This design comes from an exercise in tuning for small area on the open sky130 flow, not from production work.
The RTL was checked by simulation tests, not by an equivalence proof against the original design.
No driver is modelled on the clock port, so clocking that relies on it looks cheaper here than on a real chip.
No activity file was given, so power comes from the tool's default toggle rates.

==> flow/design.v (excerpt) <==
module SYS_TOP
(
	input   wire   RX_IN    ,
	input   wire   CLK      ,
	input   wire   RST      ,
	output  reg    TX_OUT   ,
	output  reg    PAR_ERR  ,
	output  reg    STP_ERR
);
Size: ~560 cells after synthesis, roughly 6 I/O pins, roughly 0.0058 mm² of cells after synthesis.
clock: 36.0 ns
lec_check: 0
cap_margin: 20
core_margin: 2
core_utilization: 40
gpl_timing_driven: 0
place_density: 0.6
slew_margin: 20
standard.sh (not shown) runs the stock make flow with config.mk's settings and CLKGATE_MAP_FILE= SYNTH_SCRIPT=/design/flow/synth_recipe.tcl, a recipe that flattens the netlist after the stock synthesis.
==> flow/flow/run.sh <==
#!/bin/bash
# Own layout flow: the standard flow (standard.sh) with these changes:
#  * synthesis maps the combinational logic with an area-oriented ABC script
#    (flow/area.abc: deep AIG resynthesis, structural choices, area mapping) and
#    without the full/half-adder extraction; registers
#    are mapped exactly as in the standard synthesis (dfflibmap runs before abc);
#  * the port buffers are buf_1 cells.
# make's output goes to standard.log; ORFS keeps each step's log under orfs/logs.
set -euo pipefail
W=$PWD
sed "s#__ABC__#$W/flow/area.abc#" flow/abc_override.tcl > my_synth.tcl
cat synth_recipe.tcl >> my_synth.tcl
bash standard.sh SYNTH_SCRIPT=$W/my_synth.tcl ADDER_MAP_FILE= \
  POST_CTS_TCL=$W/flow/shrink_clk.tcl CLK_LEAF_SLEW=0.105 \
  "BUFFER_PORTS_ARGS=-buffer_cell sky130_fd_sc_hd__buf_1" \
  "CTS_ARGS=-sink_clustering_enable -repair_clock_nets -dont_use_dummy_load -buf_list sky130_fd_sc_hd__clkbuf_8 -sink_clustering_size 30 -sink_clustering_max_diameter 300" \
  finish > standard.log 2>&1
Other scripts of this flow, unchanged in this note and not shown: flow/flow/abc_override.tcl, flow/flow/area.abc, flow/flow/shrink_clk.tcl
The first run produced a clean layout.
Edit:
PLACE_DENSITY = 0.85   (was 0.6)
=>
- wire length goes down by 6.8%
- sequential power stays flat
- first-iteration DRC count drops by 7.7%
- final area barely changes
- utilization is about the same
- synthesized cell count fell by 2.0%
- total power decreases by 0.44%
- global-route usage drops by 1.3 points
- die area is about the same
- sequential cell count does not change
- worst hold slack improved by 7.2 ps


Setup of north:
SYS_TOP again, from the RTL that the note above started with.
==> flow/config.mk <==
export PLATFORM = sky130hd
export DESIGN_NAME = SYS_TOP
export DESIGN_NICKNAME = SYS_TOP
export VERILOG_FILES = /design/flow/design.v
export SDC_FILE = /design/flow/constraint.sdc
export NUM_CORES = 4
export LEC_CHECK = 0
export CAP_MARGIN = 20
export CORE_MARGIN = 2
export CORE_UTILIZATION = 40
export GPL_TIMING_DRIVEN = 0
export PLACE_DENSITY = 0.95
export SLEW_MARGIN = 20
==> flow/constraint.sdc <==
create_clock -name core_clock -period 36.0 [get_ports {CLK}]
set_input_delay 7.2000 -clock core_clock [delete_from_list [all_inputs] [get_ports {CLK}]]
set_output_delay 7.2000 -clock core_clock [all_outputs]
set_load 0.01 [all_outputs]
==> flow/flow/abc_override.tcl <==
# Prepended to synth_recipe.tcl by run.sh: ORFS's synthesis calls abc once for
# the combinational logic; this runs it with the area script flow/area.abc.
proc abc {args} {
  set i [lsearch -exact $args -script]
  if {$i >= 0} { lset args [expr {$i + 1}] __ABC__ }
  puts "area abc: $args"
  yosys abc {*}$args
}
==> flow/flow/area.abc <==
strash
&get -n
&deepsyn -T 20
&dch -f
&nf -a -R 1000
&put
topo
==> flow/flow/shrink_clk.tcl <==
# POST_CTS_TCL hook: the clock tree's leaf buffers are built as clkbuf_8.
# Each leaf is tried as the smaller clkbuf_4 and kept so only if the slew at
# every flip-flop clock pin it drives stays under CLK_LEAF_SLEW (ns).
set db [ord::get_db]
set block [ord::get_db_block]
set small [$db findMaster sky130_fd_sc_hd__clkbuf_4]
set limit [expr {[info exists ::env(CLK_LEAF_SLEW)] ? $::env(CLK_LEAF_SLEW) : 0.105}]
set clk_net [$block findNet CLK]
set root ""
foreach it [$clk_net getITerms] {
  if {[string match "*clkbuf*" [[$it getInst] getName]]} { set root [$it getInst] }
}
if {$root eq ""} { error "shrink_clk: no root clock buffer" }
set leaves {}
foreach it [[[$root findITerm X] getNet] getITerms] {
  set inst [$it getInst]
  if {$inst ne $root && [string match "sky130_fd_sc_hd__clkbuf*" [[$inst getMaster] getName]]} {
    lappend leaves [list $inst [$inst getMaster]]
  }
}
proc leaf_slew {inst} {
  set mx 0
  foreach it [[[$inst findITerm X] getNet] getITerms] {
    if {[$it getInst] eq $inst} { continue }
    set pin [get_pins -quiet "[[$it getInst] getName]/[[$it getMTerm] getName]"]
    if {$pin eq ""} { continue }
    set s [get_property $pin slew_max]
    if {$s > $mx} { set mx $s }
  }
  return $mx
}
foreach l $leaves { [lindex $l 0] swapMaster $small }
estimate_parasitics -placement
set kept 0
foreach l $leaves {
  lassign $l inst master
  set s [leaf_slew $inst]
  if {$s > $limit} {
    $inst swapMaster $master
  } else {
    incr kept
  }
  puts "shrink_clk: [$inst getName] slew [format %.3f $s] -> [[$inst getMaster] getName]"
}
puts "shrink_clk: $kept of [llength $leaves] leaves are clkbuf_4"
estimate_parasitics -placement
Scripts as last shown in full above: flow/flow/run.sh
Setup changes, north to south
- GPL_TIMING_DRIVEN removed (was 0)
- PLACE_DENSITY changed from 0.95 to 0.6
==> flow/flow/area.abc <==
strash
&get -n
&deepsyn -T 20
&dch
&nf -a -R 1000
&put
topo
Notes after the runs:
south ran to completion and came out clean on the timing, design-rule and antenna checks.
Compared south against north; net total in the final layout within noise.
Against north, met1 wire length in south rose by more than 10%.
Fmax: south lower than north
On synthesized cell count, north tracks south almost exactly.
Taking north as the reference point, the count of multi-input gates of south falls by 3.
[compare] base=north new=south: final cell count without fillers was more or less identical; critical path data required time higher; global-route wire length before repair shows an increase of 600 µm; static power due to leakage lost about 0.6%.
[inputs] east vs south
==> flow/flow/run.sh <==
#!/bin/bash
# Own layout flow: the standard flow (standard.sh) with two changes:
#  * synthesis maps the combinational logic with an area-oriented ABC script
#    (deep AIG resynthesis, then repeated area mapping)
#    (flow/area.abc) and without the full/half-adder extraction; registers
#    are mapped exactly as in the standard synthesis (dfflibmap runs before abc);
#  * CTS builds the clock tree from clkbuf_8 cells without dummy loads;
#  * the port buffers are buf_1 cells.
# make's output goes to standard.log; ORFS keeps each step's log under orfs/logs.
set -euo pipefail
W=$PWD
sed "s#__ABC__#$W/flow/area.abc#" flow/abc_override.tcl > my_synth.tcl
cat synth_recipe.tcl >> my_synth.tcl
bash standard.sh SYNTH_SCRIPT=$W/my_synth.tcl ADDER_MAP_FILE= \
  "BUFFER_PORTS_ARGS=-buffer_cell sky130_fd_sc_hd__buf_1" \
  "CTS_ARGS=-sink_clustering_enable -repair_clock_nets -dont_use_dummy_load -buf_list sky130_fd_sc_hd__clkbuf_8 -sink_clustering_size 30 -sink_clustering_max_diameter 300" \
  finish > standard.log 2>&1
==> flow/flow/area.abc <==
strash
&get -n
&deepsyn -T 20
&put
dch
map -a
strash
dch
map -a
topo
removed: flow/flow/shrink_clk.tcl
==> run summary <==
Re number of cells on the worst reg-to-reg path: south was lower than east. Net switching power of the design: higher on east. Sort south and east by leakage power summed over all cells desc -> top: east. Diff south -> east: post-synthesis instance area picked up an extra about 1.3%; fraction of power consumed by sequential logic lost 15 points; overall routed net length picked up an extra 11%. east ended up with a higher shortest period the worst path allows than south did. Final design area excluding fillers went up by a few percent going from south to east. No stage failed in east, and the final checks on the layout all came back clean. Summary — clock-cell share of area, east relative to south: higher, by 1.0 points.

-- static timing again, ports no longer ideal --
No port has a modelled driver above. Below, the same layouts with a new extraction and two added sets of constraints.
Step 1 (the two cells are an assumption about what drives the block):
set clk [get_ports {CLK}]
set_driving_cell -lib_cell sky130_fd_sc_hd__clkbuf_16 $clk
set_driving_cell -lib_cell sky130_fd_sc_hd__buf_2 [delete_from_list [all_inputs] $clk]
Step 2, shift: input delay + t, output delay - t, t = (earliest + latest rising clock arrival at the registers) / 2. This alone moves slack from input paths to output paths.
a / b / c = no drivers / after step 1 / after step 2; a / b = the first two.
| run | shift t [ns] | slack for setup (ns) | latest minus earliest clock arrival (ns) | cell pins on the clock port's net |
|---|---|---|---|---|
| the first run of note 1 | 0.456 | 26.837 / 26.851 / 26.395 | 0.030 / 0.031 | 1 |
| the second run of note 1 | 0.453 | 26.819 / 26.836 / 26.383 | 0.033 / 0.032 | 1 |
| north | 0.448 | 26.994 / 27.008 / 26.560 | 0.025 / 0.025 | 1 |
| south | 0.449 | 26.885 / 26.898 / 26.449 | 0.029 / 0.028 | 1 |
| east | 0.478 | 26.617 / 26.626 / 26.149 | 0.034 / 0.033 | 1 |
After both steps every run listed still meets setup and hold. For east, which loses most, drivers alone change the setup slack by +0.009 ns; drivers and shift together by -0.468 ns.
